This design comes from an exercise in tuning for small area on the open sky130 flow, not from production work.
Function was checked by simulation only, so behaviour that the tests miss may differ from the original.
The flow treats the clock pin as an ideal source, which a real chip does not have.
No activity file was given, so power comes from the tool's default toggle rates.

Setup of trial 4:
==> flow/design.v <==
`timescale 1ns/1ps
module module_top(
    input  wire        clk,
    input  wire        rst_n,
    output wire [3:0]  columnas,
    input  wire [3:0]  filas_raw,
    output wire [3:0]  a,
    output wire [6:0]  d
);
    wire rst = ~rst_n;
    localparam [16:0] SC_X = 17'b01101101111111110;
    localparam [16:0] SC_T = 17'b10110110111111111;
    localparam [16:0] PM17 = 17'b01010101010101010;
    reg  [16:0] scan_q;
    wire [16:0] scan = scan_q ^ PM17;
    localparam [16:0] SC_M = 17'b11110100111101111;
    wire        stick = ((scan ^ SC_T) & SC_M) == 17'd0;
    wire        scan_fb = ~(scan[16] ^ scan[13]) ^ stick;
    reg         first;
    reg  [1:0]  col;
    always @(posedge clk) begin
        if (rst) begin
            scan_q <= SC_X ^ PM17;
            first  <= 1'b1;
            col    <= 2'd0;
        end else begin
            scan_q <= {scan[15:0], scan_fb} ^ PM17;
            if (stick) begin
                first <= 1'b0;
                if (!first) col <= col + 2'd1;
            end
        end
    end
    assign columnas = {col == 2'd3, col == 2'd2, col == 2'd1, col == 2'd0};
    localparam [9:0] DB_R = 10'b1111111110;
    localparam [9:0] PM10 = 10'b0101010101;
    localparam [3:0] NONE = 4'b0011;           
    reg  [9:0] db_q;
    wire [9:0] db = db_q ^ PM10;
    wire       db9 = &db[8:0];
    wire       sat = db9 & db[9];
    wire       rel = &filas_raw;
    wire       match = (filas_raw == 4'b1110) | (filas_raw == 4'b1101) |
                       (filas_raw == 4'b1011) | (filas_raw == 4'b0111);
    wire [3:0] newk = {col, ~(filas_raw[2] & filas_raw[3]), ~(filas_raw[1] & filas_raw[3])};
    reg  [3:0] last;
    reg  [3:0] sample;
    reg        chg;
    reg        pulse;
    wire       db_clr = rel | (sat & match & (newk != last));
    always @(posedge clk) begin
        if (rst) begin
            db_q   <= DB_R ^ PM10;
            last   <= NONE;
            sample <= NONE;
            chg    <= 1'b0;
            pulse  <= 1'b0;
        end else begin
            if (db_clr) db_q <= DB_R ^ PM10;
            else db_q <= {db[8:0], ~(db[9] ^ db[6]) | db9} ^ PM10;
            if (rel) last <= NONE;
            else if (match) last <= newk;
            if (!rel && sat) sample <= last;
            chg   <= !rel && sat && (last != sample);
            pulse <= chg;
        end
    end
    reg [11:0] cur;
    reg [11:0] stored;
    reg [11:0] result;
    wire       k_cmd = sample[3] & sample[2];
    wire       k_dig = !k_cmd && !(sample[1] & sample[0]);
    wire       k_add = k_cmd && sample[1:0] == 2'b00;
    wire       k_eq  = k_cmd && sample[1:0] == 2'b01;
    wire       k_clr = k_cmd && sample[1:0] == 2'b10;
    wire [1:0] kc = sample[3:2];
    wire [1:0] kr = sample[1:0];
    wire [3:0] val = {(kr[0] & kc[1]) | (kr[1] & kc[1]),
                      kc[0] | (~kr[0] & ~kr[1] & kc[1]),
                      (kr[1] & ~kc[1]) | (~kr[0] & ~kr[1] & kc[1]) | (kr[0] & ~kc[0] & ~kc[1]),
                      ~(kr[0] ^ kc[0])};
    wire [2:0]  w    = val[3:1];
    wire [1:0]  wx   = w[2] ? 2'b11 : w[1:0];
    wire [11:0] ax   = k_dig ? {cur[9:0], wx} : stored;
    wire        cin  = k_dig & w[2];
    wire [12:0] ac;
    wire [11:0] aout;
    assign ac[0] = cin;
    genvar gi;
    generate
        for (gi = 0; gi < 12; gi = gi + 1) begin : g_add
            assign aout[gi] = ax[gi] ^ cur[gi] ^ ac[gi];
            assign ac[gi+1] = (ax[gi] & cur[gi]) | (ax[gi] & ac[gi]) | (cur[gi] & ac[gi]);
        end
    endgenerate
    wire [11:0] mul = {aout[10:0], val[0]};
    wire [11:0] sum = aout;
    always @(posedge clk) begin
        if (rst) begin
            cur    <= 12'd0;
            stored <= 12'd0;
            result <= 12'd0;
        end else if (pulse) begin
            if (k_dig) cur <= mul;
            if (k_add) begin
                stored <= cur;
                cur <= 12'd0;
            end
            if (k_eq) begin
                result <= sum;
                cur <= 12'd0;
                stored <= 12'd0;
            end
            if (k_clr) begin
                cur <= 12'd0;
                stored <= 12'd0;
                result <= 12'd0;
            end
        end
    end
    localparam [16:0] DC_X = 17'b10011000111000100;
    localparam [16:0] DC_T = 17'b01001100011100010;
    reg  [16:0] disp_q;
    wire [16:0] disp = disp_q ^ PM17;
    localparam [16:0] DC_M = 17'b10111111111110111;
    wire        dtick = ((disp ^ DC_T) & DC_M) == 17'd0;
    wire        disp_fb = ~(disp[16] ^ disp[13]) ^ dtick;
    reg  [1:0]  sel;
    always @(posedge clk) begin
        if (rst) begin
            disp_q <= DC_X ^ PM17;
            sel    <= 2'd0;
        end else begin
            disp_q <= {disp[15:0], disp_fb} ^ PM17;
            if (dtick) sel <= sel + 2'd1;
        end
    end
    assign a = ~{sel == 2'd3, sel == 2'd2, sel == 2'd1, sel == 2'd0};
    function [3:0] add3(input [3:0] x);
        add3 = {x[3] | (x[2] & (x[1] | x[0])),
                (x[3] & x[0]) | (x[2] & ~x[1] & ~x[0]),
                (x[3] & ~x[0]) | (~x[2] & x[1]) | (x[1] & x[0]),
                (x[3] & ~x[0]) | (~x[3] & ~x[2] & x[0]) | (x[2] & x[1] & ~x[0])};
    endfunction
    reg [15:0] bcd;
    integer i;
    always @(*) begin
        bcd = 16'd0;
        for (i = 11; i >= 0; i = i - 1) begin
            bcd[3:0]   = add3(bcd[3:0]);
            bcd[7:4]   = add3(bcd[7:4]);
            bcd[11:8]  = add3(bcd[11:8]);
            bcd[15:12] = add3(bcd[15:12]);
            bcd = {bcd[14:0], result[i]};
        end
    end
    reg [3:0] dig;
    always @(*) begin
        case (sel)
            2'd0: dig = bcd[3:0];
            2'd1: dig = bcd[7:4];
            2'd2: dig = bcd[11:8];
            default: dig = bcd[15:12];
        endcase
    end
    assign d[0] = dig[3] | dig[1] | (dig[2] & dig[0]) | (~dig[2] & ~dig[0]);
    assign d[1] = ~dig[2] | (~dig[1] & ~dig[0]) | (dig[1] & dig[0]);
    assign d[2] = dig[2] | ~dig[1] | dig[0];
    assign d[3] = dig[3] | (~dig[2] & ~dig[0]) | (~dig[2] & dig[1]) | (dig[1] & ~dig[0]) | (dig[2] & ~dig[1] & dig[0]);
    assign d[4] = (~dig[2] & ~dig[0]) | (dig[1] & ~dig[0]);
    assign d[5] = dig[3] | (~dig[1] & ~dig[0]) | (dig[2] & ~dig[1]) | (dig[2] & ~dig[0]);
    assign d[6] = dig[3] | (dig[2] & ~dig[1]) | (~dig[2] & dig[1]) | (dig[1] & ~dig[0]);
endmodule
Settings: LEC_CHECK=0, ABC_AREA=1, CAP_MARGIN=20, CORE_MARGIN=2, CORE_UTILIZATION=78, SLEW_MARGIN=20; clock period 20.0 ns.
standard.sh (not shown) runs the stock make flow with config.mk's settings and CLKGATE_MAP_FILE= SYNTH_SCRIPT=/design/flow/synth_recipe.tcl, a recipe that flattens the netlist after the stock synthesis.
==> flow/flow/run.sh <==
#!/bin/bash
# Own layout flow:
#  1. the standard synthesis (standard.sh synth), unchanged;
#  2. the combinational logic of that netlist is re-mapped for area with
#     ABC (resynth.ys); every flip-flop instance is kept as it is, with its
#     name and cell type;
#  3. the rest of the standard flow (floorplan to finish) on that netlist.
# Each tool's output goes to a log file of its own in this folder.
set -euo pipefail
R=orfs/results/sky130hd/module_top/base
bash standard.sh synth > log_1_standard_synth.txt 2>&1
cp $R/1_2_yosys.v std_1_2_yosys.v
LIB=$FLOW_HOME/platforms/sky130hd/lib/sky130_fd_sc_hd__tt_025C_1v80.lib
DU=$(sed -n '/^export DONT_USE_CELLS/,/^$/p' $FLOW_HOME/platforms/sky130hd/config.mk | tr -d '\\' | tr ' ' '\n' | grep '^sky130' | sed 's/^/-dont_use /' | tr '\n' ' ')
sed -e "s#@LIB@#$LIB#g" -e "s#@DU@#$DU#g" -e "s#@ABC@#$PWD/flow/area.abc#g" flow/resynth.ys > resynth_run.ys
yosys -s resynth_run.ys > log_2_resynth.txt 2>&1
cp resynth.v $R/1_2_yosys.v
touch $R/1_2_yosys.v
# port buffers: the smallest buffer instead of the default delay cell
export BUFFER_PORTS_ARGS="-buffer_cell sky130_fd_sc_hd__buf_1"
# clock tree: small buffers, no dummy loads
export CTS_ARGS="-sink_clustering_enable -repair_clock_nets -dont_use_dummy_load -buf_list sky130_fd_sc_hd__clkbuf_4"
# after CTS: upsize only the clock buffers whose flip-flops see a slow clock slew
export POST_CTS_TCL=$PWD/flow/post_cts.tcl
bash standard.sh finish > log_3_standard_layout.txt 2>&1
==> flow/flow/post_cts.tcl <==
# After CTS: rebuild the leaf level of the clock tree as 11-sink clusters of
# clkbuf_4 (recluster.tcl), legalise, then upsize any leaf buffer whose
# flip-flops still see a slow clock slew.
source [file join [file dirname [info script]] recluster.tcl]
my_recluster_clock 11 sky130_fd_sc_hd__clkbuf_4
detailed_placement
proc my_fix_clock_slew { lim } {
  estimate_parasitics -placement
  set fixed {}
  foreach pin [get_pins -hierarchical */CLK] {
    if {[get_property $pin slew_max] > $lim} {
      set net [get_nets -of_objects $pin]
      foreach dp [get_pins -of_objects $net -filter "direction == output"] {
        set inst [get_cells -of_objects $dp]
        set name [get_property $inst full_name]
        if {[lsearch $fixed $name] < 0 && [string match "*clkbuf_4*" [get_property $inst ref_name]]} {
          lappend fixed $name
        }
      }
    }
  }
  foreach name $fixed {
    puts "clock slew fix: $name -> sky130_fd_sc_hd__clkbuf_8"
    replace_cell [get_cells $name] sky130_fd_sc_hd__clkbuf_8
  }
  if {[llength $fixed] > 0} { detailed_placement }
  estimate_parasitics -placement
}
my_fix_clock_slew 0.110
Other scripts of this flow, unchanged in this note and not shown: flow/flow/area.abc, flow/flow/recluster.tcl, flow/flow/resynth.ys
#### Input delta (build 86 over trial 4)
--- a/flow/flow/post_cts.tcl
+++ b/flow/flow/post_cts.tcl
@@ -1,7 +1,7 @@
-# After CTS: rebuild the leaf level of the clock tree as 11-sink clusters of
+# After CTS: rebuild the leaf level of the clock tree as 10-sink clusters of
 # clkbuf_4 (recluster.tcl), legalise, then upsize any leaf buffer whose
 # flip-flops still see a slow clock slew.
 source [file join [file dirname [info script]] recluster.tcl]
-my_recluster_clock 11 sky130_fd_sc_hd__clkbuf_4
+my_recluster_clock 10 sky130_fd_sc_hd__clkbuf_4
 detailed_placement
 proc my_fix_clock_slew { lim } {
## What came out
Build 86: done, clean on timing, DRC and antenna
Trial 4 finished end to end and its layout was clean on timing, DRC and antenna.
Taking trial 4 as the reference point, the share of post-route cells with drive strength above 1 of build 86 rises by 0.17 points.
Setup slack ended up 97 ps lower on build 86 than on trial 4.
Delta (build 86 minus trial 4): total power after layout shrank by about 0.35%; detailed-route wire length grew by 1.8%; transition time at the pin with the least slew margin grew by 70 ps.
Build 86 -> trial 4: source-to-sink clock delay at the later pin of the worst-skew pair flat
The ratio of final minimum period to clock period in build 86 was higher than what trial 4 gave.
Routed length per instance (higher): build 86

[separate check: timing with driven ports]
No port has a modelled driver above. Below, the same layouts with a new extraction and two added sets of constraints. Step 1: set_driving_cell puts a clkbuf_16 on clk and a buf_2 on each other input, an assumption about the parent block. Step 2 times the ports against the registers' clock, not the clock port: input delays grow and output delays shrink by t, the midpoint of the rising clock arrivals with the driver on. a / b / c = ideal ports / drivers / drivers and shift; a / b = the first two.
run	shift t [ns]	setup WS [ns]	worst setup path at the end	latest minus earliest clock arrival (ns)
trial 4	0.460	9.270 / 9.244 / 9.704	register to output	0.033 / 0.033
build 86	0.476	9.174 / 9.148 / 9.624	register to output	0.024 / 0.024
After both steps setup and hold are still met in every run listed.
